What follows belongs to an exercise in optimizing a design on an open flow for small area, a short achievable clock period and few clock cycles; a production flow would make more cautious choices. Only simulation tests tie the RTL to the original design; equivalence was not proved.

[design/flow/run.sh]
#!/bin/bash
# synth_recipe.tcl (not shown) runs the flow's synth.tcl, then flattens the netlist and writes it again
# the make line also repeats each setting of config.mk as NAME=value (left out here)
make -C /OpenROAD-flow-scripts/flow DESIGN_CONFIG=/design/flow/config.mk WORK_HOME=/design/flow/orfs CLKGATE_MAP_FILE= SYNTH_SCRIPT=/design/flow/synth_recipe.tcl finish
[design/flow/config.mk]
export PLATFORM = sky130hd
export DESIGN_NAME = fft
export DESIGN_NICKNAME = fft
export VERILOG_FILES = /design/flow/design.v
export SDC_FILE = /design/flow/constraint.sdc
export NUM_CORES = 4
export LEC_CHECK = 0
export CAP_MARGIN = 20
export CORE_MARGIN = 2
export CORE_UTILIZATION = 48
export CTS_CLUSTER_DIAMETER = 60
export CTS_CLUSTER_SIZE = 30
export PLACE_DENSITY = 0.62
export SETUP_SLACK_MARGIN = 5.0
export SLEW_MARGIN = 20
[design/flow/constraint.sdc]
create_clock -name core_clock -period 8.0 [get_ports {clk}]
set_input_delay 1.6000 -clock core_clock [delete_from_list [all_inputs] [get_ports {clk}]]
set_output_delay 1.6000 -clock core_clock [all_outputs]
set_load 0.01 [all_outputs]
[design/flow/design.v]
module cmul (
	input             clk,
	input      [15:0] x,
	input      [5:0]  idx,
	output reg [15:0] r0,
	output reg [15:0] r1,
	output reg [15:0] r2,
	output reg [15:0] i0,
	output reg [15:0] i1,
	output reg [15:0] i2
);
	reg  [7:0] xr, xi;
	reg  [3:0] wr_neg, wr_one, wr_two, wi_neg, wi_one, wi_two, wn_neg;
	reg  [3:0] wq_neg, wq_one, wq_two;
	wire [3:0] wn_one = wi_one;
	wire [3:0] wn_two = wi_two;
	wire [7:0] kr_k, ki_k;
	genvar gk;
	generate
		for (gk = 0; gk < 4; gk = gk + 1) begin : g_k
			assign kr_k[2*gk]   = wr_neg[gk] ^ wn_neg[gk];
			assign kr_k[2*gk+1] = wr_neg[gk] & wn_neg[gk];
			assign ki_k[2*gk]   = ~wq_neg[gk] ^ wi_neg[gk];
			assign ki_k[2*gk+1] = ~wq_neg[gk] & wi_neg[gk];
		end
	endgenerate
	reg  [27:0] rom;
	always @(*)
		case (idx)
			6'd0: rom = 28'b0001000110000000000000000000;    
			6'd1: rom = 28'b0001000110000011001000010000;    
			6'd2: rom = 28'b0001000010010100011000000010;    
			6'd3: rom = 28'b0001000010010110011100000001;    
			6'd4: rom = 28'b0010001110000101000101100010;    
			6'd5: rom = 28'b0011001110000100000101000001;    
			6'd6: rom = 28'b0011001010011011101101000100;    
			6'd7: rom = 28'b0010000010101000111100000111;    
			6'd8: rom = 28'b0100011110001001110100000100;    
			6'd9: rom = 28'b0101011110001011111000010100;    
			6'd10: rom = 28'b0100010010001000101000000010;    
			6'd11: rom = 28'b0110011110001001100100000000;    
			6'd12: rom = 28'b0111011010011010100100100001;    
			6'd13: rom = 28'b0101000011111100111000000010;    
			6'd14: rom = 28'b0101001011011101110100000000;    
			6'd15: rom = 28'b0001100001011111111100000000;    
			6'd16: rom = 28'b0011101001011101100001110010;    
			6'd17: rom = 28'b0000111100001101101001010010;    
			6'd18: rom = 28'b0000110100001001000011010100;    
			6'd19: rom = 28'b0010111000001011001011010100;    
			6'd20: rom = 28'b0001100100101001010010110110;    
			6'd21: rom = 28'b0000100100001001011110000110;    
			6'd22: rom = 28'b0010101000001000010010000100;    
			6'd23: rom = 28'b0101110000111010011110000101;    
			6'd24: rom = 28'b0100110100001011011110000100;    
			6'd25: rom = 28'b0111111100001010010010100100;    
			6'd26: rom = 28'b0100101101001001000010110010;    
			6'd27: rom = 28'b0001000101001000001110000011;    
			6'd28: rom = 28'b0010000101101001001110000010;    
			6'd29: rom = 28'b0001011100001001001010010010;    
			6'd30: rom = 28'b0010011000001001001010010010;    
			6'd31: rom = 28'b0001000000111000000110000001;    
			6'd32: rom = 28'b0000000000001000000110000001;    
			6'd33: rom = 28'b0011001000011000000110000001;    
			6'd34: rom = 28'b0100011000001001001010010010;    
			6'd35: rom = 28'b0110011100001001001010010010;    
			6'd36: rom = 28'b0101000101101001001110000010;    
			6'd37: rom = 28'b0100000101001000001110000011;    
			6'd38: rom = 28'b1011101101001001000010110010;    
			6'd39: rom = 28'b1000111100001010010010100100;    
			6'd40: rom = 28'b1001110100001011011110000100;    
			6'd41: rom = 28'b1011111000011010011110000101;    
			6'd42: rom = 28'b1000101000001000010010000100;    
			6'd43: rom = 28'b1001100100001001011110000110;    
			6'd44: rom = 28'b1010100100101001010010110110;    
			6'd45: rom = 28'b1100111000001011001011010100;    
			6'd46: rom = 28'b1101110100001001000011010100;    
			6'd47: rom = 28'b1111111100001101101001010010;    
			6'd48: rom = 28'b1101100001111101100001110010;    
			6'd49: rom = 28'b1101101001011111111100000000;    
			6'd50: rom = 28'b1001000011011101110100000000;    
			6'd51: rom = 28'b1011001011011100111000000010;    
			6'd52: rom = 28'b1001010010111010100100100001;    
			6'd53: rom = 28'b1001011110001001100100000000;    
			6'd54: rom = 28'b1000010010001000101000000010;    
			6'd55: rom = 28'b1010011110001011111000010100;    
			6'd56: rom = 28'b1011011110001001110100000100;    
			6'd57: rom = 28'b1010010010101000111100000111;    
			6'd58: rom = 28'b1001000010111011101101000100;    
			6'd59: rom = 28'b1000001110000100000101000001;    
			6'd60: rom = 28'b1001001110000101000101100010;    
			6'd61: rom = 28'b1001001010010110011100000001;    
			6'd62: rom = 28'b1001001010010100011000000010;    
			6'd63: rom = 28'b1000000110000011001000010000;    
			default: rom = 28'd0;
		endcase
	always @(posedge clk) begin
		xr <= x[15:8];
		xi <= x[7:0];
		{wr_neg, wr_one, wr_two, wi_neg, wi_one, wi_two, wn_neg} <= rom;
		{wq_neg, wq_one, wq_two} <= ~rom[27:16];
	end
	wire t1 = ((wr_one[0] & xr[0]) ^ wr_neg[0]);
	wire t2 = (((wr_one[0] & xr[1]) | (wr_two[0] & xr[0])) ^ wr_neg[0]);
	wire t3 = (((wr_one[0] & xr[2]) | (wr_two[0] & xr[1])) ^ wr_neg[0]);
	wire t4 = (((wr_one[0] & xr[3]) | (wr_two[0] & xr[2])) ^ wr_neg[0]);
	wire t5 = (((wr_one[0] & xr[4]) | (wr_two[0] & xr[3])) ^ wr_neg[0]);
	wire t6 = (((wr_one[0] & xr[5]) | (wr_two[0] & xr[4])) ^ wr_neg[0]);
	wire t7 = (((wr_one[0] & xr[6]) | (wr_two[0] & xr[5])) ^ wr_neg[0]);
	wire t8 = (((wr_one[0] & xr[7]) | (wr_two[0] & xr[6])) ^ wr_neg[0]);
	wire t9 = ~(((wr_one[0] & xr[7]) | (wr_two[0] & xr[7])) ^ wr_neg[0]);
	wire t10 = ((wr_one[1] & xr[0]) ^ wr_neg[1]);
	wire t11 = (((wr_one[1] & xr[1]) | (wr_two[1] & xr[0])) ^ wr_neg[1]);
	wire t12 = (((wr_one[1] & xr[2]) | (wr_two[1] & xr[1])) ^ wr_neg[1]);
	wire t13 = (((wr_one[1] & xr[3]) | (wr_two[1] & xr[2])) ^ wr_neg[1]);
	wire t14 = (((wr_one[1] & xr[4]) | (wr_two[1] & xr[3])) ^ wr_neg[1]);
	wire t15 = (((wr_one[1] & xr[5]) | (wr_two[1] & xr[4])) ^ wr_neg[1]);
	wire t16 = (((wr_one[1] & xr[6]) | (wr_two[1] & xr[5])) ^ wr_neg[1]);
	wire t17 = (((wr_one[1] & xr[7]) | (wr_two[1] & xr[6])) ^ wr_neg[1]);
	wire t18 = ~(((wr_one[1] & xr[7]) | (wr_two[1] & xr[7])) ^ wr_neg[1]);
	wire t19 = ((wr_one[2] & xr[0]) ^ wr_neg[2]);
	wire t20 = (((wr_one[2] & xr[1]) | (wr_two[2] & xr[0])) ^ wr_neg[2]);
	wire t21 = (((wr_one[2] & xr[2]) | (wr_two[2] & xr[1])) ^ wr_neg[2]);
	wire t22 = (((wr_one[2] & xr[3]) | (wr_two[2] & xr[2])) ^ wr_neg[2]);
	wire t23 = (((wr_one[2] & xr[4]) | (wr_two[2] & xr[3])) ^ wr_neg[2]);
	wire t24 = (((wr_one[2] & xr[5]) | (wr_two[2] & xr[4])) ^ wr_neg[2]);
	wire t25 = (((wr_one[2] & xr[6]) | (wr_two[2] & xr[5])) ^ wr_neg[2]);
	wire t26 = (((wr_one[2] & xr[7]) | (wr_two[2] & xr[6])) ^ wr_neg[2]);
	wire t27 = ~(((wr_one[2] & xr[7]) | (wr_two[2] & xr[7])) ^ wr_neg[2]);
	wire t28 = ((wr_one[3] & xr[0]) ^ wr_neg[3]);
	wire t29 = (((wr_one[3] & xr[1]) | (wr_two[3] & xr[0])) ^ wr_neg[3]);
	wire t30 = (((wr_one[3] & xr[2]) | (wr_two[3] & xr[1])) ^ wr_neg[3]);
	wire t31 = (((wr_one[3] & xr[3]) | (wr_two[3] & xr[2])) ^ wr_neg[3]);
	wire t32 = (((wr_one[3] & xr[4]) | (wr_two[3] & xr[3])) ^ wr_neg[3]);
	wire t33 = (((wr_one[3] & xr[5]) | (wr_two[3] & xr[4])) ^ wr_neg[3]);
	wire t34 = (((wr_one[3] & xr[6]) | (wr_two[3] & xr[5])) ^ wr_neg[3]);
	wire t35 = (((wr_one[3] & xr[7]) | (wr_two[3] & xr[6])) ^ wr_neg[3]);
	wire t36 = ~(((wr_one[3] & xr[7]) | (wr_two[3] & xr[7])) ^ wr_neg[3]);
	wire t37 = ((wn_one[0] & xi[0]) ^ wn_neg[0]);
	wire t38 = (((wn_one[0] & xi[1]) | (wn_two[0] & xi[0])) ^ wn_neg[0]);
	wire t39 = (((wn_one[0] & xi[2]) | (wn_two[0] & xi[1])) ^ wn_neg[0]);
	wire t40 = (((wn_one[0] & xi[3]) | (wn_two[0] & xi[2])) ^ wn_neg[0]);
	wire t41 = (((wn_one[0] & xi[4]) | (wn_two[0] & xi[3])) ^ wn_neg[0]);
	wire t42 = (((wn_one[0] & xi[5]) | (wn_two[0] & xi[4])) ^ wn_neg[0]);
	wire t43 = (((wn_one[0] & xi[6]) | (wn_two[0] & xi[5])) ^ wn_neg[0]);
	wire t44 = (((wn_one[0] & xi[7]) | (wn_two[0] & xi[6])) ^ wn_neg[0]);
	wire t45 = ~(((wn_one[0] & xi[7]) | (wn_two[0] & xi[7])) ^ wn_neg[0]);
	wire t46 = ((wn_one[1] & xi[0]) ^ wn_neg[1]);
	wire t47 = (((wn_one[1] & xi[1]) | (wn_two[1] & xi[0])) ^ wn_neg[1]);
	wire t48 = (((wn_one[1] & xi[2]) | (wn_two[1] & xi[1])) ^ wn_neg[1]);
	wire t49 = (((wn_one[1] & xi[3]) | (wn_two[1] & xi[2])) ^ wn_neg[1]);
	wire t50 = (((wn_one[1] & xi[4]) | (wn_two[1] & xi[3])) ^ wn_neg[1]);
	wire t51 = (((wn_one[1] & xi[5]) | (wn_two[1] & xi[4])) ^ wn_neg[1]);
	wire t52 = (((wn_one[1] & xi[6]) | (wn_two[1] & xi[5])) ^ wn_neg[1]);
	wire t53 = (((wn_one[1] & xi[7]) | (wn_two[1] & xi[6])) ^ wn_neg[1]);
	wire t54 = ~(((wn_one[1] & xi[7]) | (wn_two[1] & xi[7])) ^ wn_neg[1]);
	wire t55 = ((wn_one[2] & xi[0]) ^ wn_neg[2]);
	wire t56 = (((wn_one[2] & xi[1]) | (wn_two[2] & xi[0])) ^ wn_neg[2]);
	wire t57 = (((wn_one[2] & xi[2]) | (wn_two[2] & xi[1])) ^ wn_neg[2]);
	wire t58 = (((wn_one[2] & xi[3]) | (wn_two[2] & xi[2])) ^ wn_neg[2]);
	wire t59 = (((wn_one[2] & xi[4]) | (wn_two[2] & xi[3])) ^ wn_neg[2]);
	wire t60 = (((wn_one[2] & xi[5]) | (wn_two[2] & xi[4])) ^ wn_neg[2]);
	wire t61 = (((wn_one[2] & xi[6]) | (wn_two[2] & xi[5])) ^ wn_neg[2]);
	wire t62 = (((wn_one[2] & xi[7]) | (wn_two[2] & xi[6])) ^ wn_neg[2]);
	wire t63 = ~(((wn_one[2] & xi[7]) | (wn_two[2] & xi[7])) ^ wn_neg[2]);
	wire t64 = ((wn_one[3] & xi[0]) ^ wn_neg[3]);
	wire t65 = (((wn_one[3] & xi[1]) | (wn_two[3] & xi[0])) ^ wn_neg[3]);
	wire t66 = (((wn_one[3] & xi[2]) | (wn_two[3] & xi[1])) ^ wn_neg[3]);
	wire t67 = (((wn_one[3] & xi[3]) | (wn_two[3] & xi[2])) ^ wn_neg[3]);
	wire t68 = (((wn_one[3] & xi[4]) | (wn_two[3] & xi[3])) ^ wn_neg[3]);
	wire t69 = (((wn_one[3] & xi[5]) | (wn_two[3] & xi[4])) ^ wn_neg[3]);
	wire t70 = (((wn_one[3] & xi[6]) | (wn_two[3] & xi[5])) ^ wn_neg[3]);
	wire t71 = (((wn_one[3] & xi[7]) | (wn_two[3] & xi[6])) ^ wn_neg[3]);
	wire t72 = ~(((wn_one[3] & xi[7]) | (wn_two[3] & xi[7])) ^ wn_neg[3]);
	wire t73 = t5 ^ t12;
	wire t74 = t5 & t12;
	wire t75 = t6 ^ t13 ^ t20;
	wire t76 = (t6 & t13) | (t6 & t20) | (t13 & t20);
	wire t77 = t7 ^ t14 ^ t21;
	wire t78 = (t7 & t14) | (t7 & t21) | (t14 & t21);
	wire t79 = t28 ^ t43 ^ t50;
	wire t80 = (t28 & t43) | (t28 & t50) | (t43 & t50);
	wire t81 = t8 ^ t15 ^ t22;
	wire t82 = (t8 & t15) | (t8 & t22) | (t15 & t22);
	wire t83 = t29 ^ t44 ^ t51;
	wire t84 = (t29 & t44) | (t29 & t51) | (t44 & t51);
	wire t85 = t58 ^ t65;
	wire t86 = t58 & t65;
	wire t87 = t9 ^ t16 ^ t23;
	wire t88 = (t9 & t16) | (t9 & t23) | (t16 & t23);
	wire t89 = t30 ^ t45 ^ t52;
	wire t90 = (t30 & t45) | (t30 & t52) | (t45 & t52);
	wire t91 = t59 ^ t66;
	wire t92 = t59 & t66;
	wire t93 = t17 ^ t24 ^ t31;
	wire t94 = (t17 & t24) | (t17 & t31) | (t24 & t31);
	wire t95 = t53 ^ t60 ^ t67;
	wire t96 = (t53 & t60) | (t53 & t67) | (t60 & t67);
	wire t97 = t18 ^ t25 ^ t32;
	wire t98 = (t18 & t25) | (t18 & t32) | (t25 & t32);
	wire t99 = t54 ^ t61;
	wire t100 = t54 & t61;
	wire t101 = t3 ^ t10;
	wire t102 = t3 & t10;
	wire t103 = t4 ^ t11 ^ t40;
	wire t104 = (t4 & t11) | (t4 & t40) | (t11 & t40);
	wire t105 = t73 ^ t19 ^ t41;
	wire t106 = (t73 & t19) | (t73 & t41) | (t19 & t41);
	wire t107 = t48 ^ t55;
	wire t108 = t48 & t55;
	wire t109 = t75 ^ t42 ^ t49;
	wire t110 = (t75 & t42) | (t75 & t49) | (t42 & t49);
	wire t111 = t56 ^ kr_k[5] ^ t74;
	wire t112 = (t56 & kr_k[5]) | (t56 & t74) | (kr_k[5] & t74);
	wire t113 = t77 ^ t79 ^ t57;
	wire t114 = (t77 & t79) | (t77 & t57) | (t79 & t57);
	wire t115 = t64 ^ kr_k[6] ^ t76;
	wire t116 = (t64 & kr_k[6]) | (t64 & t76) | (kr_k[6] & t76);
	wire t117 = t81 ^ t83 ^ t85;
	wire t118 = (t81 & t83) | (t81 & t85) | (t83 & t85);
	wire t119 = kr_k[7] ^ t78 ^ t80;
	wire t120 = (kr_k[7] & t78) | (kr_k[7] & t80) | (t78 & t80);
	wire t121 = t87 ^ t89 ^ t91;
	wire t122 = (t87 & t89) | (t87 & t91) | (t89 & t91);
	wire t123 = t82 ^ t84 ^ t86;
	wire t124 = (t82 & t84) | (t82 & t86) | (t84 & t86);
	wire t125 = t93 ^ t95 ^ 1'b1;
	wire t126 = (t93 & t95) | (t93 & 1'b1) | (t95 & 1'b1);
	wire t127 = t88 ^ t90 ^ t92;
	wire t128 = (t88 & t90) | (t88 & t92) | (t90 & t92);
	wire t129 = t97 ^ t99 ^ t68;
	wire t130 = (t97 & t99) | (t97 & t68) | (t99 & t68);
	wire t131 = 1'b1 ^ t94 ^ t96;
	wire t132 = (1'b1 & t94) | (1'b1 & t96) | (t94 & t96);
	wire t133 = t26 ^ t33 ^ t62;
	wire t134 = (t26 & t33) | (t26 & t62) | (t33 & t62);
	wire t135 = t69 ^ t98 ^ t100;
	wire t136 = (t69 & t98) | (t69 & t100) | (t98 & t100);
	wire t137 = t27 ^ t34 ^ t63;
	wire t138 = (t27 & t34) | (t27 & t63) | (t34 & t63);
	wire t139 = t70 ^ 1'b1;
	wire t140 = t70 & 1'b1;
	wire t141 = t101 ^ t39;
	wire t142 = t101 & t39;
	wire t143 = t103 ^ t47 ^ kr_k[3];
	wire t144 = (t103 & t47) | (t103 & kr_k[3]) | (t47 & kr_k[3]);
	wire t145 = t105 ^ t107 ^ kr_k[4];
	wire t146 = (t105 & t107) | (t105 & kr_k[4]) | (t107 & kr_k[4]);
	wire t147 = t109 ^ t111 ^ t106;
	wire t148 = (t109 & t111) | (t109 & t106) | (t111 & t106);
	wire t149 = t113 ^ t115 ^ t110;
	wire t150 = (t113 & t115) | (t113 & t110) | (t115 & t110);
	wire t151 = t117 ^ t119 ^ t114;
	wire t152 = (t117 & t119) | (t117 & t114) | (t119 & t114);
	wire t153 = t121 ^ t123 ^ t118;
	wire t154 = (t121 & t123) | (t121 & t118) | (t123 & t118);
	wire t155 = t125 ^ t127 ^ t122;
	wire t156 = (t125 & t127) | (t125 & t122) | (t127 & t122);
	wire t157 = t129 ^ t131 ^ t126;
	wire t158 = (t129 & t131) | (t129 & t126) | (t131 & t126);
	wire t159 = t133 ^ t135 ^ t130;
	wire t160 = (t133 & t135) | (t133 & t130) | (t135 & t130);
	wire t161 = t137 ^ t139 ^ t134;
	wire t162 = (t137 & t139) | (t137 & t134) | (t139 & t134);
	wire t163 = t35 ^ t71 ^ t138;
	wire t164 = (t35 & t71) | (t35 & t138) | (t71 & t138);
	wire t165 = t36 ^ t72;
	wire t166 = t36 & t72;
	wire t167 = ((~wq_one[0] & xi[0]) ^ ~wq_neg[0]);
	wire t168 = (((~wq_one[0] & xi[1]) | (~wq_two[0] & xi[0])) ^ ~wq_neg[0]);
	wire t169 = (((~wq_one[0] & xi[2]) | (~wq_two[0] & xi[1])) ^ ~wq_neg[0]);
	wire t170 = (((~wq_one[0] & xi[3]) | (~wq_two[0] & xi[2])) ^ ~wq_neg[0]);
	wire t171 = (((~wq_one[0] & xi[4]) | (~wq_two[0] & xi[3])) ^ ~wq_neg[0]);
	wire t172 = (((~wq_one[0] & xi[5]) | (~wq_two[0] & xi[4])) ^ ~wq_neg[0]);
	wire t173 = (((~wq_one[0] & xi[6]) | (~wq_two[0] & xi[5])) ^ ~wq_neg[0]);
	wire t174 = (((~wq_one[0] & xi[7]) | (~wq_two[0] & xi[6])) ^ ~wq_neg[0]);
	wire t175 = ~(((~wq_one[0] & xi[7]) | (~wq_two[0] & xi[7])) ^ ~wq_neg[0]);
	wire t176 = ((~wq_one[1] & xi[0]) ^ ~wq_neg[1]);
	wire t177 = (((~wq_one[1] & xi[1]) | (~wq_two[1] & xi[0])) ^ ~wq_neg[1]);
	wire t178 = (((~wq_one[1] & xi[2]) | (~wq_two[1] & xi[1])) ^ ~wq_neg[1]);
	wire t179 = (((~wq_one[1] & xi[3]) | (~wq_two[1] & xi[2])) ^ ~wq_neg[1]);
	wire t180 = (((~wq_one[1] & xi[4]) | (~wq_two[1] & xi[3])) ^ ~wq_neg[1]);
	wire t181 = (((~wq_one[1] & xi[5]) | (~wq_two[1] & xi[4])) ^ ~wq_neg[1]);
	wire t182 = (((~wq_one[1] & xi[6]) | (~wq_two[1] & xi[5])) ^ ~wq_neg[1]);
	wire t183 = (((~wq_one[1] & xi[7]) | (~wq_two[1] & xi[6])) ^ ~wq_neg[1]);
	wire t184 = ~(((~wq_one[1] & xi[7]) | (~wq_two[1] & xi[7])) ^ ~wq_neg[1]);
	wire t185 = ((~wq_one[2] & xi[0]) ^ ~wq_neg[2]);
	wire t186 = (((~wq_one[2] & xi[1]) | (~wq_two[2] & xi[0])) ^ ~wq_neg[2]);
	wire t187 = (((~wq_one[2] & xi[2]) | (~wq_two[2] & xi[1])) ^ ~wq_neg[2]);
	wire t188 = (((~wq_one[2] & xi[3]) | (~wq_two[2] & xi[2])) ^ ~wq_neg[2]);
	wire t189 = (((~wq_one[2] & xi[4]) | (~wq_two[2] & xi[3])) ^ ~wq_neg[2]);
	wire t190 = (((~wq_one[2] & xi[5]) | (~wq_two[2] & xi[4])) ^ ~wq_neg[2]);
	wire t191 = (((~wq_one[2] & xi[6]) | (~wq_two[2] & xi[5])) ^ ~wq_neg[2]);
	wire t192 = (((~wq_one[2] & xi[7]) | (~wq_two[2] & xi[6])) ^ ~wq_neg[2]);
	wire t193 = ~(((~wq_one[2] & xi[7]) | (~wq_two[2] & xi[7])) ^ ~wq_neg[2]);
	wire t194 = ((~wq_one[3] & xi[0]) ^ ~wq_neg[3]);
	wire t195 = (((~wq_one[3] & xi[1]) | (~wq_two[3] & xi[0])) ^ ~wq_neg[3]);
	wire t196 = (((~wq_one[3] & xi[2]) | (~wq_two[3] & xi[1])) ^ ~wq_neg[3]);
	wire t197 = (((~wq_one[3] & xi[3]) | (~wq_two[3] & xi[2])) ^ ~wq_neg[3]);
	wire t198 = (((~wq_one[3] & xi[4]) | (~wq_two[3] & xi[3])) ^ ~wq_neg[3]);
	wire t199 = (((~wq_one[3] & xi[5]) | (~wq_two[3] & xi[4])) ^ ~wq_neg[3]);
	wire t200 = (((~wq_one[3] & xi[6]) | (~wq_two[3] & xi[5])) ^ ~wq_neg[3]);
	wire t201 = (((~wq_one[3] & xi[7]) | (~wq_two[3] & xi[6])) ^ ~wq_neg[3]);
	wire t202 = ~(((~wq_one[3] & xi[7]) | (~wq_two[3] & xi[7])) ^ ~wq_neg[3]);
	wire t203 = ((wi_one[0] & xr[0]) ^ wi_neg[0]);
	wire t204 = (((wi_one[0] & xr[1]) | (wi_two[0] & xr[0])) ^ wi_neg[0]);
	wire t205 = (((wi_one[0] & xr[2]) | (wi_two[0] & xr[1])) ^ wi_neg[0]);
	wire t206 = (((wi_one[0] & xr[3]) | (wi_two[0] & xr[2])) ^ wi_neg[0]);
	wire t207 = (((wi_one[0] & xr[4]) | (wi_two[0] & xr[3])) ^ wi_neg[0]);
	wire t208 = (((wi_one[0] & xr[5]) | (wi_two[0] & xr[4])) ^ wi_neg[0]);
	wire t209 = (((wi_one[0] & xr[6]) | (wi_two[0] & xr[5])) ^ wi_neg[0]);
	wire t210 = (((wi_one[0] & xr[7]) | (wi_two[0] & xr[6])) ^ wi_neg[0]);
	wire t211 = ~(((wi_one[0] & xr[7]) | (wi_two[0] & xr[7])) ^ wi_neg[0]);
	wire t212 = ((wi_one[1] & xr[0]) ^ wi_neg[1]);
	wire t213 = (((wi_one[1] & xr[1]) | (wi_two[1] & xr[0])) ^ wi_neg[1]);
	wire t214 = (((wi_one[1] & xr[2]) | (wi_two[1] & xr[1])) ^ wi_neg[1]);
	wire t215 = (((wi_one[1] & xr[3]) | (wi_two[1] & xr[2])) ^ wi_neg[1]);
	wire t216 = (((wi_one[1] & xr[4]) | (wi_two[1] & xr[3])) ^ wi_neg[1]);
	wire t217 = (((wi_one[1] & xr[5]) | (wi_two[1] & xr[4])) ^ wi_neg[1]);
	wire t218 = (((wi_one[1] & xr[6]) | (wi_two[1] & xr[5])) ^ wi_neg[1]);
	wire t219 = (((wi_one[1] & xr[7]) | (wi_two[1] & xr[6])) ^ wi_neg[1]);
	wire t220 = ~(((wi_one[1] & xr[7]) | (wi_two[1] & xr[7])) ^ wi_neg[1]);
	wire t221 = ((wi_one[2] & xr[0]) ^ wi_neg[2]);
	wire t222 = (((wi_one[2] & xr[1]) | (wi_two[2] & xr[0])) ^ wi_neg[2]);
	wire t223 = (((wi_one[2] & xr[2]) | (wi_two[2] & xr[1])) ^ wi_neg[2]);
	wire t224 = (((wi_one[2] & xr[3]) | (wi_two[2] & xr[2])) ^ wi_neg[2]);
	wire t225 = (((wi_one[2] & xr[4]) | (wi_two[2] & xr[3])) ^ wi_neg[2]);
	wire t226 = (((wi_one[2] & xr[5]) | (wi_two[2] & xr[4])) ^ wi_neg[2]);
	wire t227 = (((wi_one[2] & xr[6]) | (wi_two[2] & xr[5])) ^ wi_neg[2]);
	wire t228 = (((wi_one[2] & xr[7]) | (wi_two[2] & xr[6])) ^ wi_neg[2]);
	wire t229 = ~(((wi_one[2] & xr[7]) | (wi_two[2] & xr[7])) ^ wi_neg[2]);
	wire t230 = ((wi_one[3] & xr[0]) ^ wi_neg[3]);
	wire t231 = (((wi_one[3] & xr[1]) | (wi_two[3] & xr[0])) ^ wi_neg[3]);
	wire t232 = (((wi_one[3] & xr[2]) | (wi_two[3] & xr[1])) ^ wi_neg[3]);
	wire t233 = (((wi_one[3] & xr[3]) | (wi_two[3] & xr[2])) ^ wi_neg[3]);
	wire t234 = (((wi_one[3] & xr[4]) | (wi_two[3] & xr[3])) ^ wi_neg[3]);
	wire t235 = (((wi_one[3] & xr[5]) | (wi_two[3] & xr[4])) ^ wi_neg[3]);
	wire t236 = (((wi_one[3] & xr[6]) | (wi_two[3] & xr[5])) ^ wi_neg[3]);
	wire t237 = (((wi_one[3] & xr[7]) | (wi_two[3] & xr[6])) ^ wi_neg[3]);
	wire t238 = ~(((wi_one[3] & xr[7]) | (wi_two[3] & xr[7])) ^ wi_neg[3]);
	wire t239 = t171 ^ t178;
	wire t240 = t171 & t178;
	wire t241 = t172 ^ t179 ^ t186;
	wire t242 = (t172 & t179) | (t172 & t186) | (t179 & t186);
	wire t243 = t173 ^ t180 ^ t187;
	wire t244 = (t173 & t180) | (t173 & t187) | (t180 & t187);
	wire t245 = t194 ^ t209 ^ t216;
	wire t246 = (t194 & t209) | (t194 & t216) | (t209 & t216);
	wire t247 = t174 ^ t181 ^ t188;
	wire t248 = (t174 & t181) | (t174 & t188) | (t181 & t188);
	wire t249 = t195 ^ t210 ^ t217;
	wire t250 = (t195 & t210) | (t195 & t217) | (t210 & t217);
	wire t251 = t224 ^ t231;
	wire t252 = t224 & t231;
	wire t253 = t175 ^ t182 ^ t189;
	wire t254 = (t175 & t182) | (t175 & t189) | (t182 & t189);
	wire t255 = t196 ^ t211 ^ t218;
	wire t256 = (t196 & t211) | (t196 & t218) | (t211 & t218);
	wire t257 = t225 ^ t232;
	wire t258 = t225 & t232;
	wire t259 = t183 ^ t190 ^ t197;
	wire t260 = (t183 & t190) | (t183 & t197) | (t190 & t197);
	wire t261 = t219 ^ t226 ^ t233;
	wire t262 = (t219 & t226) | (t219 & t233) | (t226 & t233);
	wire t263 = t184 ^ t191 ^ t198;
	wire t264 = (t184 & t191) | (t184 & t198) | (t191 & t198);
	wire t265 = t220 ^ t227;
	wire t266 = t220 & t227;
	wire t267 = t169 ^ t176;
	wire t268 = t169 & t176;
	wire t269 = t170 ^ t177 ^ t206;
	wire t270 = (t170 & t177) | (t170 & t206) | (t177 & t206);
	wire t271 = t239 ^ t185 ^ t207;
	wire t272 = (t239 & t185) | (t239 & t207) | (t185 & t207);
	wire t273 = t214 ^ t221;
	wire t274 = t214 & t221;
	wire t275 = t241 ^ t208 ^ t215;
	wire t276 = (t241 & t208) | (t241 & t215) | (t208 & t215);
	wire t277 = t222 ^ ki_k[5] ^ t240;
	wire t278 = (t222 & ki_k[5]) | (t222 & t240) | (ki_k[5] & t240);
	wire t279 = t243 ^ t245 ^ t223;
	wire t280 = (t243 & t245) | (t243 & t223) | (t245 & t223);
	wire t281 = t230 ^ ki_k[6] ^ t242;
	wire t282 = (t230 & ki_k[6]) | (t230 & t242) | (ki_k[6] & t242);
	wire t283 = t247 ^ t249 ^ t251;
	wire t284 = (t247 & t249) | (t247 & t251) | (t249 & t251);
	wire t285 = ki_k[7] ^ t244 ^ t246;
	wire t286 = (ki_k[7] & t244) | (ki_k[7] & t246) | (t244 & t246);
	wire t287 = t253 ^ t255 ^ t257;
	wire t288 = (t253 & t255) | (t253 & t257) | (t255 & t257);
	wire t289 = t248 ^ t250 ^ t252;
	wire t290 = (t248 & t250) | (t248 & t252) | (t250 & t252);
	wire t291 = t259 ^ t261 ^ 1'b1;
	wire t292 = (t259 & t261) | (t259 & 1'b1) | (t261 & 1'b1);
	wire t293 = t254 ^ t256 ^ t258;
	wire t294 = (t254 & t256) | (t254 & t258) | (t256 & t258);
	wire t295 = t263 ^ t265 ^ t234;
	wire t296 = (t263 & t265) | (t263 & t234) | (t265 & t234);
	wire t297 = 1'b1 ^ t260 ^ t262;
	wire t298 = (1'b1 & t260) | (1'b1 & t262) | (t260 & t262);
	wire t299 = t192 ^ t199 ^ t228;
	wire t300 = (t192 & t199) | (t192 & t228) | (t199 & t228);
	wire t301 = t235 ^ t264 ^ t266;
	wire t302 = (t235 & t264) | (t235 & t266) | (t264 & t266);
	wire t303 = t193 ^ t200 ^ t229;
	wire t304 = (t193 & t200) | (t193 & t229) | (t200 & t229);
	wire t305 = t236 ^ 1'b1;
	wire t306 = t236 & 1'b1;
	wire t307 = t267 ^ t205;
	wire t308 = t267 & t205;
	wire t309 = t269 ^ t213 ^ ki_k[3];
	wire t310 = (t269 & t213) | (t269 & ki_k[3]) | (t213 & ki_k[3]);
	wire t311 = t271 ^ t273 ^ ki_k[4];
	wire t312 = (t271 & t273) | (t271 & ki_k[4]) | (t273 & ki_k[4]);
	wire t313 = t275 ^ t277 ^ t272;
	wire t314 = (t275 & t277) | (t275 & t272) | (t277 & t272);
	wire t315 = t279 ^ t281 ^ t276;
	wire t316 = (t279 & t281) | (t279 & t276) | (t281 & t276);
	wire t317 = t283 ^ t285 ^ t280;
	wire t318 = (t283 & t285) | (t283 & t280) | (t285 & t280);
	wire t319 = t287 ^ t289 ^ t284;
	wire t320 = (t287 & t289) | (t287 & t284) | (t289 & t284);
	wire t321 = t291 ^ t293 ^ t288;
	wire t322 = (t291 & t293) | (t291 & t288) | (t293 & t288);
	wire t323 = t295 ^ t297 ^ t292;
	wire t324 = (t295 & t297) | (t295 & t292) | (t297 & t292);
	wire t325 = t299 ^ t301 ^ t296;
	wire t326 = (t299 & t301) | (t299 & t296) | (t301 & t296);
	wire t327 = t303 ^ t305 ^ t300;
	wire t328 = (t303 & t305) | (t303 & t300) | (t305 & t300);
	wire t329 = t201 ^ t237 ^ t304;
	wire t330 = (t201 & t237) | (t201 & t304) | (t237 & t304);
	wire t331 = t202 ^ t238;
	wire t332 = t202 & t238;
	always @(posedge clk) begin
		r0 <= {t166, t165, t163, t161, t159, t157, t155, t153, t151, t149, t147, t145, t143, t141, t2, t1};
		r1 <= {1'b0, 1'b1, t140, t136, t132, t128, t124, t120, t116, t112, t108, t104, t102, t46, t38, t37};
		r2 <= {1'b0, t164, t162, t160, t158, t156, t154, t152, t150, t148, t146, t144, t142, kr_k[2], kr_k[1], kr_k[0]};
		i0 <= {t332, t331, t329, t327, t325, t323, t321, t319, t317, t315, t313, t311, t309, t307, t168, t167};
		i1 <= {1'b0, 1'b1, t306, t302, t298, t294, t290, t286, t282, t278, t274, t270, t268, t212, t204, t203};
		i2 <= {1'b0, t330, t328, t326, t324, t322, t320, t318, t316, t314, t312, t310, t308, ki_k[2], ki_k[1], ki_k[0]};
	end
endmodule
module butterfly_ra2 #(parameter S = 3) (
	input             clk,
	input             inj,
	input             osel,
	input      [15:0] r0,
	input      [15:0] r1,
	input      [15:0] r2,
	input      [15:0] i0,
	input      [15:0] i1,
	input      [15:0] i2,
	input      [15:0] xin,
	output     [15:0] xout
);
	localparam D = 1 << S;
	localparam L = D + 3;
	reg  [16*L-1:0] sr;                  
	reg  [8:0]      r9, i9;
	wire [15:0] rs = r0 ^ r1 ^ r2;
	wire [15:0] rc = {((r0 & r1) | (r0 & r2) | (r1 & r2)), 1'b0};
	wire [15:0] is = i0 ^ i1 ^ i2;
	wire [15:0] ic = {((i0 & i1) | (i0 & i2) | (i1 & i2)), 1'b0};
	wire [15:0] rel = rs + rc;
	wire [15:0] img = is + ic;
	wire [15:0] x1 = sr[16*L-1 -: 16];
	wire [8:0]  p = {x1[15], x1[15:8]} + r9;
	wire [8:0]  u = {x1[15], x1[15:8]} - r9;
	wire [8:0]  q = {x1[7], x1[7:0]} + i9;
	wire [8:0]  v = {x1[7], x1[7:0]} - i9;
	integer k;
	always @(posedge clk) begin
		r9 <= rel[15:7];
		i9 <= img[15:7];
		sr[15:0] <= xin;
		for (k = 1; k < L; k = k + 1)
			sr[16*k +: 16] <= (k == 3 && inj) ? {u[8:1], v[8:1]} : sr[16*(k-1) +: 16];
	end
	assign xout = osel ? x1 : {p[8:1], q[8:1]};
endmodule
module bf_s0 (
	input             clk,
	input             inj,
	input             osel,
	input      [7:0]  xin,
	input      [8:0]  r9,
	output     [7:0]  xout
);
	reg  [7:0] r0, r1;           
	reg  [7:0] ar, br;           
	wire [8:0] p = {r0[7], r0} + r9;
	wire [8:0] u = {r0[7], r0} - r9;
	always @(posedge clk) begin
		r0 <= xin;
		r1 <= inj ? br : r0;
		ar <= p[8:1];
		br <= u[8:1];
	end
	assign xout = osel ? r1 : ar;
endmodule
module bf_s1 (
	input             clk,
	input             lo,
	input             inj,
	input             osel,
	input      [7:0]  xin,
	output     [15:0] xout
);
	function automatic [8:0] mul127(input [7:0] x);
		begin
			if (x == 8'h80)
				mul127 = 9'h181;                     
			else if (!x[7] && x != 8'd0)
				mul127 = {1'b0, x} - 9'd1;           
			else
				mul127 = {x[7], x};                  
		end
	endfunction
	function automatic [8:0] mul127n(input [7:0] x);
		begin
			if (x[7])
				mul127n = 9'd0 - {x[7], x} - 9'd1;   
			else
				mul127n = 9'd0 - {1'b0, x};          
		end
	endfunction
	reg  [7:0]  r0, r1;
	reg  [15:0] r2, r3;
	reg  [8:0]  r9r, i9r;
	reg  [15:0] ar, br;
	wire [7:0] x1 = r2[15:8];    
	wire [8:0] p = {x1[7], x1} + r9r;
	wire [8:0] u = {x1[7], x1} - r9r;
	wire [8:0] v = 9'd0 - i9r;
	always @(posedge clk) begin
		r0 <= xin;
		r1 <= r0;
		r2 <= inj ? br : {r1, 8'd0};
		r3 <= r2;
		r9r <= lo ? 9'd0 : mul127(xin);
		i9r <= lo ? mul127n(xin) : 9'd0;
		ar <= {p[8:1], i9r[8:1]};
		br <= {u[8:1], v[8:1]};
	end
	assign xout = osel ? r3 : ar;
endmodule
module cmul2 (
	input             clk,
	input      [15:0] x,
	input      [1:0]  lo,
	output reg [15:0] r0,
	output reg [15:0] r1,
	output     [15:0] r2,
	output reg [15:0] i0,
	output reg [15:0] i1,
	output     [15:0] i2
);
	reg  [9:0] ra, ib;           
	reg  [1:0] lr;
	wire [9:0] xr10 = {{2{x[15]}}, x[15:8]};
	wire [9:0] xi10 = {{2{x[7]}}, x[7:0]};
	wire [9:0] s = xr10 + xi10;
	wire [9:0] d = xi10 - xr10;
	reg  [9:0] ra_n, ib_n;
	always @(*)
		case (lo)
			2'd0: begin ra_n = xr10; ib_n = xi10; end
			2'd1: begin ra_n = s;    ib_n = d;    end
			2'd2: begin ra_n = xi10; ib_n = xr10; end
			default: begin ra_n = d; ib_n = s;    end
		endcase
	wire [15:0] a = {{6{ra[9]}}, ra};
	wire [15:0] b = {{6{ib[9]}}, ib};
	wire        k90 = lr[0];
	wire [15:0] ra1 = k90 ? a << 6 : a << 7;
	wire [15:0] ra2 = k90 ? a << 4 : ~a;
	wire [15:0] ra3 = k90 ? a << 3 : 16'd0;
	wire [15:0] ra4 = k90 ? a << 1 : 16'd0;
	reg  [15:0] ib1, ib2, ib3, ib4;
	always @(*)
		case (lr)
			2'd0: begin ib1 = b << 7;    ib2 = ~b;     ib3 = 16'd0;  ib4 = 16'd0;      end
			2'd1: begin ib1 = b << 6;    ib2 = b << 4; ib3 = b << 3; ib4 = b << 1;     end
			2'd2: begin ib1 = ~(b << 7); ib2 = b;      ib3 = 16'd0;  ib4 = 16'd0;      end
			default: begin ib1 = ~(b << 7); ib2 = b << 5; ib3 = b << 3; ib4 = ~(b << 1); end
		endcase
	wire [15:0] rs1 = ra1 ^ ra2 ^ ra3;
	wire [15:0] rc1 = {((ra1 & ra2) | (ra1 & ra3) | (ra2 & ra3)), ~k90};
	wire [15:0] is1 = ib1 ^ ib2 ^ ib3;
	wire [15:0] ic1 = {((ib1 & ib2) | (ib1 & ib3) | (ib2 & ib3)), lr != 2'd1};
	always @(posedge clk) begin
		ra <= ra_n;
		ib <= ib_n;
		lr <= lo;
		r0 <= rs1 ^ rc1 ^ ra4;
		r1 <= {((rs1 & rc1) | (rs1 & ra4) | (rc1 & ra4)), 1'b0};
		i0 <= is1 ^ ic1 ^ ib4;
		i1 <= {((is1 & ic1) | (is1 & ib4) | (ic1 & ib4)), lr == 2'd3};
	end
	assign r2 = 16'd0;
	assign i2 = 16'd0;
endmodule
module ram128 (
	input             clk,
	input             modeA,
	input             modeB,
	input             modeC,
	input             bypA,
	input             bypB,
	input             bypC,
	input      [7:0]  din,           
	output     [7:0]  dout,          
	input             inj,
	input             osel,
	input      [15:0] r0,            
	input      [15:0] r1,
	input      [15:0] r2,
	input      [15:0] i0,            
	input      [15:0] i1,
	input      [15:0] i2,
	input      [15:0] xin,
	output     [15:0] xout
);
	localparam D = 64;
	localparam L = D + 3;
	reg  [8*L-1:0] re;               
	reg  [8*L-1:0] im;
	wire [7:0] a_last = re[8*62 +: 8];
	wire [7:0] b_last = im[8*39 +: 8];
	wire [7:0] c_last = im[8*51 +: 8];
	wire [7:0] s_a = bypA ? din : a_last;
	wire [7:0] s_b = bypB ? s_a : b_last;
	assign dout = bypC ? s_b : c_last;
	reg  [8:0]  r9, i9;
	wire [15:0] rs = r0 ^ r1 ^ r2;
	wire [15:0] rc = {((r0 & r1) | (r0 & r2) | (r1 & r2)), 1'b0};
	wire [15:0] is = i0 ^ i1 ^ i2;
	wire [15:0] ic = {((i0 & i1) | (i0 & i2) | (i1 & i2)), 1'b0};
	wire [15:0] rel = rs + rc;
	wire [15:0] img = is + ic;
	wire [7:0] x1r = re[8*L-1 -: 8];
	wire [7:0] x1i = im[8*L-1 -: 8];
	wire [8:0] p = {x1r[7], x1r} + r9;
	wire [8:0] u = {x1r[7], x1r} - r9;
	wire [8:0] q = {x1i[7], x1i} + i9;
	wire [8:0] v = {x1i[7], x1i} - i9;
	integer k;
	always @(posedge clk) begin
		re[7:0] <= modeA ? (bypA ? a_last : din) : xin[15:8];
		im[7:0] <= xin[7:0];
		for (k = 1; k < L; k = k + 1) begin
			if (k == 3 && inj) begin
				re[8*k +: 8] <= u[8:1];
				im[8*k +: 8] <= v[8:1];
			end else begin
				re[8*k +: 8] <= re[8*(k-1) +: 8];
				if (k == 10 && modeB)
					im[8*k +: 8] <= bypB ? b_last : s_a;
				else if (k == 40 && modeC)
					im[8*k +: 8] <= bypC ? c_last : s_b;
				else
					im[8*k +: 8] <= im[8*(k-1) +: 8];
			end
		end
	end
	always @(posedge clk) begin
		r9 <= rel[15:7];
		i9 <= img[15:7];
	end
	assign xout = osel ? {x1r, x1i} : {p[8:1], q[8:1]};
endmodule
module wnp (
	input      [5:0]  address,
	output reg [15:0] q
);
	always @(*)
		case (address)
      6'd0: q = 16'h7f00;
      6'd1: q = 16'h7ffa;
      6'd2: q = 16'h7ef4;
      6'd3: q = 16'h7eed;
      6'd4: q = 16'h7de7;
      6'd5: q = 16'h7be1;
      6'd6: q = 16'h7adb;
      6'd7: q = 16'h78d5;
      6'd8: q = 16'h75cf;
      6'd9: q = 16'h73ca;
      6'd10: q = 16'h70c4;
      6'd11: q = 16'h6dbf;
      6'd12: q = 16'h6ab9;
      6'd13: q = 16'h66b4;
      6'd14: q = 16'h62af;
      6'd15: q = 16'h5eab;
      6'd16: q = 16'h5aa6;
      6'd17: q = 16'h55a2;
      6'd18: q = 16'h519e;
      6'd19: q = 16'h4c9a;
      6'd20: q = 16'h4796;
      6'd21: q = 16'h4193;
      6'd22: q = 16'h3c90;
      6'd23: q = 16'h368d;
      6'd24: q = 16'h318b;
      6'd25: q = 16'h2b88;
      6'd26: q = 16'h2586;
      6'd27: q = 16'h1f85;
      6'd28: q = 16'h1983;
      6'd29: q = 16'h1382;
      6'd30: q = 16'h0c82;
      6'd31: q = 16'h0681;
      6'd32: q = 16'h0081;
      6'd33: q = 16'hfa81;
      6'd34: q = 16'hf482;
      6'd35: q = 16'hed82;
      6'd36: q = 16'he783;
      6'd37: q = 16'he185;
      6'd38: q = 16'hdb86;
      6'd39: q = 16'hd588;
      6'd40: q = 16'hcf8b;
      6'd41: q = 16'hca8d;
      6'd42: q = 16'hc490;
      6'd43: q = 16'hbf93;
      6'd44: q = 16'hb996;
      6'd45: q = 16'hb49a;
      6'd46: q = 16'haf9e;
      6'd47: q = 16'haba2;
      6'd48: q = 16'ha6a6;
      6'd49: q = 16'ha2ab;
      6'd50: q = 16'h9eaf;
      6'd51: q = 16'h9ab4;
      6'd52: q = 16'h96b9;
      6'd53: q = 16'h93bf;
      6'd54: q = 16'h90c4;
      6'd55: q = 16'h8dca;
      6'd56: q = 16'h8bcf;
      6'd57: q = 16'h88d5;
      6'd58: q = 16'h86db;
      6'd59: q = 16'h85e1;
      6'd60: q = 16'h83e7;
      6'd61: q = 16'h82ed;
      6'd62: q = 16'h82f4;
      6'd63: q = 16'h81fa;
			default: q = 16'h0000;
		endcase
endmodule
module fft(
	rst_n,
	clk,
	data1,
	fft_go,
	fft_done,
	fft_res
);
	input rst_n;
	input clk;
	input signed [7:0] data1;
	input fft_go;
	output reg fft_done;
	output reg [15:0] fft_res;
	localparam [8:0] OUT0 = 9'd255;              
	localparam [8:0] LAST = OUT0 + 9'd127;       
	reg        run;
	reg  [8:0] cnt;
	always @(posedge clk or negedge rst_n)
		if (!rst_n) begin
			run <= 1'b0;
			cnt <= 9'd0;
		end else if (fft_go) begin
			run <= 1'b1;
			cnt <= 9'd1;
		end else if (run) begin
			cnt <= cnt + 9'd1;
			if (cnt == LAST)
				run <= 1'b0;
		end
	always @(posedge clk)
		fft_done <= run & ~fft_go & (cnt >= OUT0 - 9'd1) & (cnt <= LAST - 9'd1);
	reg  bypA, bypB, bypC, modeA, modeB, modeC;
	reg  inj0, osel0, lo1, inj1, osel1, inj2, osel2;
	reg  [1:0] lo2;
	reg  inj3, osel3, inj4, osel4, inj5, osel5, inj6, osel6, sel6;
	reg  [5:0] tw3, tw4, tw5, tw6;
	wire [6:0] c7 = cnt[6:0];
	wire [6:0] pA = c7 - 7'd2;       
	wire [6:0] pB = c7 - 7'd65;
	wire [6:0] pC = c7 - 7'd95;
	wire [6:0] j0 = c7 - 7'd109, q0 = c7 - 7'd110;      
	wire [6:0] p1 = c7 - 7'd110, j1 = c7 - 7'd112, q1 = c7 - 7'd114;
	wire [6:0] p2 = c7 - 7'd114, j2 = c7 - 7'd117, q2 = c7 - 7'd121;
	wire [6:0] p3 = c7 - 7'd121, j3 = c7 - 7'd124, q3 = c7 - 7'd132;
	wire [6:0] p4 = c7 - 7'd132, j4 = c7 - 7'd135, q4 = c7 - 7'd151;
	wire [6:0] p5 = c7 - 7'd151, j5 = c7 - 7'd154, q5 = c7 - 7'd186;
	wire [6:0] p6 = c7 - 7'd186, j6 = c7 - 7'd189, q6 = c7 - 7'd253;
	always @(posedge clk) begin
		bypA <= pA[6] & ~pA[0];
		bypB <= pB[5] & ~pB[1];
		bypC <= pC[4] & ~pC[2];
		modeA <= cnt <= 9'd129;
		modeB <= cnt <= 9'd192;
		modeC <= cnt <= 9'd222;
		inj0 <= j0[0];  osel0 <= q0[0];
		lo1 <= p1[0];   inj1 <= j1[1];  osel1 <= q1[1];
		lo2 <= p2[1:0]; inj2 <= j2[2];  osel2 <= q2[2];
		tw3 <= {p3[2:0], 3'd0}; inj3 <= j3[3]; osel3 <= q3[3];
		tw4 <= {p4[3:0], 2'd0}; inj4 <= j4[4]; osel4 <= q4[4];
		tw5 <= {p5[4:0], 1'd0}; inj5 <= j5[5]; osel5 <= q5[5];
		tw6 <= p6[5:0];
		inj6 <= j6[6] & (cnt >= 9'd250);
		osel6 <= q6[6];
		sel6 <= cnt >= 9'd249;
	end
	function automatic [8:0] mul127(input [7:0] x);
		begin
			if (x == 8'h80)
				mul127 = 9'h181;                     
			else if (!x[7] && x != 8'd0)
				mul127 = {1'b0, x} - 9'd1;           
			else
				mul127 = {x[7], x};                  
		end
	endfunction
	reg  [7:0] sc;
	reg  [8:0] sc9;                  
	wire [7:0] sc_n;
	always @(posedge clk) begin
		sc <= sc_n;
		sc9 <= mul127(sc_n);
	end
	wire [7:0]  s_0;
	wire [15:0] s_1, s_2, s_3, s_4, s_5, s_6;
	wire [15:0] r0a, r1a, r2a, i0a, i1a, i2a, r0b, r1b, r2b, i0b, i1b, i2b;
	wire [15:0] r0c, r1c, r2c, i0c, i1c, i2c;
	wire [15:0] r02, r12, r22, i02, i12, i22;
	bf_s0 st0(.clk(clk), .inj(inj0), .osel(osel0), .xin(sc), .r9(sc9), .xout(s_0));
	bf_s1 st1(.clk(clk), .lo(lo1), .inj(inj1), .osel(osel1), .xin(s_0), .xout(s_1));
	cmul2 mul2(.clk(clk), .x(s_1), .lo(lo2), .r0(r02), .r1(r12), .r2(r22), .i0(i02), .i1(i12), .i2(i22));
	butterfly_ra2 #(.S(2)) st2(.clk(clk), .inj(inj2), .osel(osel2), .r0(r02), .r1(r12), .r2(r22), .i0(i02), .i1(i12), .i2(i22), .xin(s_1), .xout(s_2));
	cmul mula(.clk(clk), .x(sel6 ? s_5 : s_2), .idx(sel6 ? tw6 : tw3), .r0(r0a), .r1(r1a), .r2(r2a), .i0(i0a), .i1(i1a), .i2(i2a));
	cmul mulb(.clk(clk), .x(s_3), .idx(tw4), .r0(r0b), .r1(r1b), .r2(r2b), .i0(i0b), .i1(i1b), .i2(i2b));
	cmul mulc(.clk(clk), .x(s_4), .idx(tw5), .r0(r0c), .r1(r1c), .r2(r2c), .i0(i0c), .i1(i1c), .i2(i2c));
	butterfly_ra2 #(.S(3)) st3(.clk(clk), .inj(inj3), .osel(osel3), .r0(r0a), .r1(r1a), .r2(r2a), .i0(i0a), .i1(i1a), .i2(i2a), .xin(s_2), .xout(s_3));
	butterfly_ra2 #(.S(4)) st4(.clk(clk), .inj(inj4), .osel(osel4), .r0(r0b), .r1(r1b), .r2(r2b), .i0(i0b), .i1(i1b), .i2(i2b), .xin(s_3), .xout(s_4));
	butterfly_ra2 #(.S(5)) st5(.clk(clk), .inj(inj5), .osel(osel5), .r0(r0c), .r1(r1c), .r2(r2c), .i0(i0c), .i1(i1c), .i2(i2c), .xin(s_4), .xout(s_5));
	ram128 st6(.clk(clk), .modeA(modeA), .modeB(modeB), .modeC(modeC),
		.bypA(bypA), .bypB(bypB), .bypC(bypC), .din(data1), .dout(sc_n),
		.inj(inj6), .osel(osel6), .r0(r0a), .r1(r1a), .r2(r2a), .i0(i0a), .i1(i1a), .i2(i2a), .xin(s_5), .xout(s_6));
	always @(posedge clk)
		fft_res <= s_6;
endmodule
==> results of run 1 <==
-- through the flow --
stage	utilization, %	hold WS (ns)	instance area [um2]
floorplan	-	0.310	98700
global placement	49.5	0.310	101000
finish	53.0	0.304	108000
detailed placement	49.5	0.312	101000
global route	53.0	0.303	108000
CTS	52.8	0.305	108000
-- final timing paths --
kind                            depth (start not counted)                start  slack (ns)             endpoint
worst max-delay path                                    1  fft_res[13]$_DFF_P_        5.01          fft_res[13]
worst min-delay path                                    0  st5.sr[191]$_DFF_P_        0.30  st5.sr[207]$_DFF_P_
worst max register to register                         12   mula.r0[2]$_DFF_P_        5.05    st3.r9[8]$_DFF_P_
worst min register to register                          0  st5.sr[191]$_DFF_P_        0.30  st5.sr[207]$_DFF_P_
max in group asynchronous                               1                rst_n        6.52   cnt[2]$_DFFE_PN0P_
min in group asynchronous                               1                rst_n        1.09   cnt[3]$_DFFE_PN0P_
-- cell families after synthesis --
kind of cell	after synthesis
AO/OA/AOI/OAI	1363
XOR/XNOR	641
adder cells (fa/ha/maj)	819
buffers and inverters	1026
flip-flops	3030
multiplexers	178
other	2
AND/OR/NAND/NOR	1003
-- metal layers --
| layer | track usage [%] | vias to the layer above | part of all wire (%) |
|---|---|---|---|
| li1 | - | 26200 | - |
| met1 | 26.9 | 25900 | 48 |
| met2 | 28.9 | 1183 | 44 |
| met3 | 2.75 | 302 | 4.6 |
| met4 | 6.54 | 4 | 3.2 |
| met5 | 0 | - | 0.014 |
-- cell usage after synthesis, types with 29 or more instances --
library cell,instances
a211oi_1,32
a21o_1,62
a21oi_1,286
a22oi_1,235
a31oi_1,33
and2_1,34
clkbuf_1,327
dfxtp_1,3020
fa_1,354
ha_1,459
inv_1,650
mux2_2,99
mux2i_1,71
nand2_1,320
nand2b_1,29
nand3_1,52
nor2_1,307
nor2b_1,64
nor3_1,64
o211ai_1,48
o21a_1,38
o21ai_0,307
o21bai_1,51
o22ai_1,93
xnor2_1,458
xor2_1,183
-- placed cells by master, fill, tap and decap left out, types with 17 or more instances in the layout --
cell type / instances
a211oi_1: 32
a21o_1: 62
a21oi_1: 278
a221oi_1: 17
a22o_1: 19
a22oi_1: 235
a31oi_1: 32
and2_1: 34
and3_1: 20
buf_4: 61
clkbuf_16: 175
clkinv_8: 19
dfxtp_1: 2960
dfxtp_2: 51
fa_1: 354
ha_1: 451
inv_1: 645
inv_12: 17
inv_6: 22
mux2_2: 98
mux2i_1: 58
nand2_1: 318
nand2b_1: 29
nand3_1: 52
nor2_1: 307
nor2b_1: 63
nor3_1: 62
o211ai_1: 48
o21a_1: 38
o21ai_0: 301
o21bai_1: 50
o22ai_1: 91
o31ai_1: 19
xnor2_1: 453
xor2_1: 180
-- flip-flops by register name (all words and copies together) (netlist names), 25 cells and up --
| name | cells |
|---|---|
| st5.sr | 560 |
| mulb.rom | 25 |
| st3.sr | 176 |
| st4.sr | 304 |
| mulc.rom | 27 |
| st6.im | 536 |
| st2.sr | 112 |
| st6.re | 536 |
-- final cells by class --
class	count	area share, %
diodes	6	0.0139
clock buffers	186	4.15
clock inverters	113	1.64
inverters	665	2.34
multi-input cells	4007	31.8
flip-flops and latches	3030	56.2
well taps	2688	3.11
repair buffers	95	0.750
-- repair_timing --
action,in CTS,in global routing
setup endpoints to repair,200,110
buffers inserted,8,17
pin swaps,7,23
cloned,2,0
resized for setup,154,84
==> out/results.ini, run 1 <==
[drt]
drc = 0
routed_wirelength_um = 197000
vias_per_cell = 4.96
drt_first_pass_iters = 5
routed-via-count = 53600
postRouteAntennaNets = 0
drt_iter0_drc = 3321
routedWlPerCell_um = 18.2

[floorplan]
start_util_pct = 48.3
dieArea_um2 = 209000
rows = 166
io_pins = 28
die_x_um = 457
die_y_um = 457
core-area_um2 = 204000

[cts]
path_clk_slew_ns = 0.10
cts_buffers = 171
clk_latency_ns = 0.85
cts_htree_levels = 4
cts_tree = built
clockBufferDepth = 3
postCtsHoldBufs = 0
cts_root_buffer = clkbuf_16
cts_sinks = 3030

[timing]
fin_ws_ns = 5.01
drv_slew = 0
fin_crit_ns = 2.99
tightest_slew_ns = 1.03
rsz0062_at_grt = yes
fin_crit_sh_pct = 37.4
setup_tns_ns = 0
slew-limit-headroom_pct = 30.5
setup_violations = 0
final-hold-violation-count = 0
finClkSkew_ns = 0.0319
fmax_mhz = 334

[logic_synthesis]
async_flop_share_pct = 0.330
synth.avg_cell_area_um2 = 12.2
synth_compound_area_share_pct = 8.97
post_synth_num_cell_types = 91
ys.warnings.count = 20
ys.flop_type = dfxtp_1
synth_top_family_by_area = adder cells
synth_simple_gate_area_share_pct = 4.74
synth_top_area_share_pct = 61.3
synth.area.top_cells = dfxtp_1 (61%), fa_1 (7.2%), ha_1 (5.8%)
yosysSeqAreaShare_pct = 61.6
synth_xor_area_share_pct = 5.69
yosys.area.top_type = dfxtp_1
ys_ff_latch = 3030
synth-edff-count = 0
synthMuxAreaShare_pct = 2.03
synthAdderAreaFrac_pct = 13.1
synthesis.area_um2 = 98600
syn_inst = 8062

[critical_path]
start_kind = flop
criticalPathCategory = flop to output port
path_cells = buf_6
path_max_fanout = 1
cp.arrival_ns = 1.39
cp.required_ns = 6.40
critPathBufInv = 1
slowest_stage = dfxtp_4
critical-path-top-delay-family = flip-flops
endpoint_kind = output port
slowest_delay_ns = 0.44

[placed_design]
io_buffers = 27
dp_hpwl_um = 141000
routabilityCongestion = 0.883
placed_cells = 10500
pre_cts_slack_ns = 3.87

[grt]
antenna_found_initial = 15
grt.total_usage_pct = 18.8
grt.overflow.total = 0
grt_pass1_vias = 53000
grt_pass1_wl_um = 307000
grt_max_degree = 60

[cells_and_area]
instances_no_fill = 10800
multi_input_area_um2 = 34400
layout.nets = 8794
drive_above_1_share_pct = 8.07
fillCellCount = 17600
ff_latch_area_um2 = 60800
area_growth_pct = 9.74

[run]
max_cap_viol_count = 0

[status]
status = timing/DRC/antenna clean

[hold_path]
hold_path_class = flop to flop

Testbench counts, summed over its fixed seeds: cycles 18,384.
==> run 2, diff against run 1 <==
--- a/design/flow/config.mk
+++ b/design/flow/config.mk
@@ -7,9 +7,9 @@
 export LEC_CHECK = 0
 export CAP_MARGIN = 20
 export CORE_MARGIN = 2
-export CORE_UTILIZATION = 48
-export CTS_CLUSTER_DIAMETER = 60
-export CTS_CLUSTER_SIZE = 30
+export CORE_UTILIZATION = 46
+export CTS_CLUSTER_DIAMETER = 70
+export CTS_CLUSTER_SIZE = 35
 export PLACE_DENSITY = 0.62
 export SETUP_SLACK_MARGIN = 5.0
 export SLEW_MARGIN = 20
==> out/results.ini, run 2 <==
[drt]
vias_per_cell = 4.90  ; -1.2%
routed-via-count = 53300  ; -0.48%
postRouteAntennaNets = 0  ; unchanged
drt_iter0_drc = 3653  ; +10%
drc = 0  ; unchanged
drt_first_pass_iters = 6  ; +1
routed_wirelength_um = 193000  ; -2.0%
routedWlPerCell_um = 17.7  ; -2.8%

[critical_path]
endpoint_kind = output port
criticalPathCategory = flop to output port
path_max_fanout = 1  ; unchanged
cp.required_ns = 6.40  ; about the same
cp.arrival_ns = 1.35  ; -0.04 ns
path_cells = buf_6
slowest_stage = dfxtp_4
critPathBufInv = 1  ; unchanged
start_kind = flop
critical-path-top-delay-family = flip-flops
slowest_delay_ns = 0.41  ; -0.03 ns

[logic_synthesis]
synth_simple_gate_area_share_pct = 4.74  ; unchanged
ys_ff_latch = 3030  ; unchanged
synth-edff-count = 0  ; unchanged
yosys.area.top_type = dfxtp_1
synth_compound_area_share_pct = 8.97  ; unchanged
synth_top_family_by_area = adder cells
synth.area.top_cells = dfxtp_1 (61%), fa_1 (7.2%), ha_1 (5.8%)
ys.warnings.count = 20  ; unchanged
synth.avg_cell_area_um2 = 12.2  ; unchanged
yosysSeqAreaShare_pct = 61.6  ; unchanged
synth_xor_area_share_pct = 5.69  ; unchanged
synthesis.area_um2 = 98600  ; unchanged
synth_top_area_share_pct = 61.3  ; unchanged
ys.flop_type = dfxtp_1
post_synth_num_cell_types = 91  ; unchanged
async_flop_share_pct = 0.330  ; unchanged
synthAdderAreaFrac_pct = 13.1  ; unchanged
syn_inst = 8062  ; unchanged
yosys-top-cells-count = dfxtp_1 (3020), inv_1 (650), ha_1 (459)
synth_most_common_cell = dfxtp_1
synthMuxAreaShare_pct = 2.03  ; unchanged

[timing]
final-hold-violation-count = 0  ; unchanged
holdWs_ns = 0.287  ; -0.0170 ns
fin_crit_ns = 2.95  ; -0.0404 ns
fmax_mhz = 339  ; +1.4%
rsz0062_at_grt = yes
drv_slew = 0  ; unchanged
tightest_slew_ns = 0.930  ; -0.102 ns
setup_violations = 0  ; unchanged
finClkSkew_ns = 0.0520  ; +0.0202 ns
setup_tns_ns = 0  ; unchanged
fin_ws_ns = 5.05  ; +0.0404 ns
slew-limit-headroom_pct = 37.9  ; +7.4 points
fin_crit_sh_pct = 36.9  ; -0.50 points

[floorplan]
rows = 169  ; +1.8%
die_x_um = 467  ; +2.1%
die_y_um = 467  ; +2.1%
dieArea_um2 = 218000  ; +4.3%
core-area_um2 = 213000  ; +4.0%
io_pins = 28  ; unchanged
start_util_pct = 46.4  ; -1.8 points

[cts]
clockBufferDepth = 3  ; unchanged
path_clk_slew_ns = 0.11  ; about the same
postCtsHoldBufs = 0  ; unchanged
cts_root_buffer = clkbuf_16
cts_buffers = 143  ; -16%
clk_latency_ns = 0.85  ; about the same
cts_htree_levels = 4  ; unchanged
cts_tree = built
cts_sinks = 3030  ; unchanged

[grt]
antenna_found_initial = 13  ; -2
grt.overflow.total = 0  ; unchanged
use_met1_pct = 25.5  ; -1.5 points
grt_pass1_wl_um = 301000  ; -1.8%
grt.total_usage_pct = 17.6  ; -1.1 points
grt_pass1_vias = 52700  ; -0.51%
grt_use_met3_pct = 2.59  ; -0.16 points
grt-busiest-layer = met2
grt_util_met2_pct = 27.0  ; -1.9 points
grt_max_degree = 59  ; -1.7%

[placed_design]
post_dp_cell_area_um2 = 101000  ; +0.13%
io_buffers = 27  ; unchanged
dp_hpwl_um = 138000  ; -2.0%
placed_cells = 10600  ; +1.2%
pre_cts_slack_ns = 4.18  ; +0.308 ns
routabilityCongestion = 0.886  ; +0.40%

[cells_and_area]
top_register = st5.sr
final_common_cell = dfxtp_1
fillCellCount = 18400  ; +4.2%
area_growth_pct = 8.97
post-route-util_pct = 50.6  ; -2.4 points
layout.nets = 8767  ; -0.31%
drive_above_1_share_pct = 7.31  ; -0.76 points
largest_reg_flops = 560  ; unchanged
reg_top3 = st5.sr: 560 flops, st6.im: 536 flops, st6.re: 536 flops
instances_no_fill = 10900  ; +0.78%
final_cell_mix = dfxtp_1 (2951), inv_1 (644), xnor2_1 (455), ha_1 (452), fa_1 (354)
final_cell_area_um2 = 107000  ; -0.70%

[status]
status = timing/DRC/antenna clean

[run]
max_cap_viol_count = 0  ; unchanged

[hold_path]
hold_path_class = flop to flop

-- run 2: cell counts after synthesis --
Identical to the previous run, type by type.
-- run 2: layout make-up --
| class | count | area (um2) | share of cell area (%) |
|---|---|---|---|
| Antenna cell | 10 | 25.0 | 0.0233 |
| Clock buffer | 159 | 3790 | 3.53 |
| Clock inverter | 86 | 1620 | 1.51 |
| Inverter | 665 | 2530 | 2.35 |
| Multi-Input combinational cell | 4007 | 34300 | 31.9 |
| Sequential cell | 3030 | 60800 | 56.6 |
| Tap cell | 2821 | 3530 | 3.28 |
| Timing Repair Buffer | 96 | 797 | 0.742 |
-- run 2: worst register-to-register path, cell delays in order (launching register included) --
cell	delay [ns]
dfxtp_2	0.48
inv_1	0.25
o22ai_1	0.27
xnor2_1	0.11
fa_1	0.55
inv_1	0.08
fa_1	0.53
inv_1	0.05
fa_1	0.52
-- run 2: per-layer routing --
metal,up-vias,part of all wire (%)
li1,26100,-
met5,-,0
met3,281,4.3
met2,1150,44
met1,25800,49
met4,0,3.1
-- run 2: path summary, 6_finish.rpt --
path,slack [ns],endpoint,startpoint,cells after the start
worst min-delay path,0.29,st5.sr[182]$_DFF_P_,st5.sr[166]$_DFF_P_,0
min in group asynchronous,1.10,cnt[4]$_DFFE_PN0P_,rst_n,1
worst max-delay path,5.05,fft_res[14],fft_res[14]$_DFF_P_,1
worst min register to register,0.29,st5.sr[182]$_DFF_P_,st5.sr[166]$_DFF_P_,0
max in group asynchronous,6.50,cnt[2]$_DFFE_PN0P_,rst_n,1
worst max register to register,5.10,mulb.i0[7]$_DFF_P_,st4.sr[3]$_DFF_P_,8
-- run 2: timing repair --
action,4_1_cts,5_1_grt
setup buffers,5,26
pin swaps,7,19
endpoints found under the setup margin,185,85
resized for setup,156,74
cloned,0,0
-- run 2: logic make-up (layout without fill, tap and decap cells) --
family | after synthesis | in the layout
buffers and inverters | 1026 | 1006
muxes | 178 | 178
adders and majority gates | 819 | 819
other | 2 | 13
DFF | 3030 | 3030
and+or+nand+nor | 1003 | 1003
AOI/OAI and AO/OA | 1363 | 1363
xor gates and xnor gates | 641 | 641

==> separate check: timing with driven ports <==
In the flow no input, the clock included, has a driving cell. The finished layouts below were timed again as built, in two steps.
Step 1: set_driving_cell puts a clkbuf_16 on clk and a buf_2 on each other input, an assumption about the parent block.
Step 2 adds t to the input delays and takes it off the output delays; t is the mean of the earliest and latest rising clock arrival at the registers after step 1. Input paths then give back, and output paths get back, about the clock's delay inside the block.
Three values: ideal, step 1, step 2; two values: the first two.
run	shift t [ns]	setup WS [ns]	latest minus earliest clock arrival (ns)
run 1	0.912	5.006 / 4.919 / 4.165	0.053 / 0.053
run 2	0.908	5.046 / 4.962 / 4.242	0.062 / 0.062
After both steps every run listed still meets setup and hold. For run 1, which loses most, drivers alone change the setup slack by -0.087 ns; drivers and shift together by -0.841 ns.
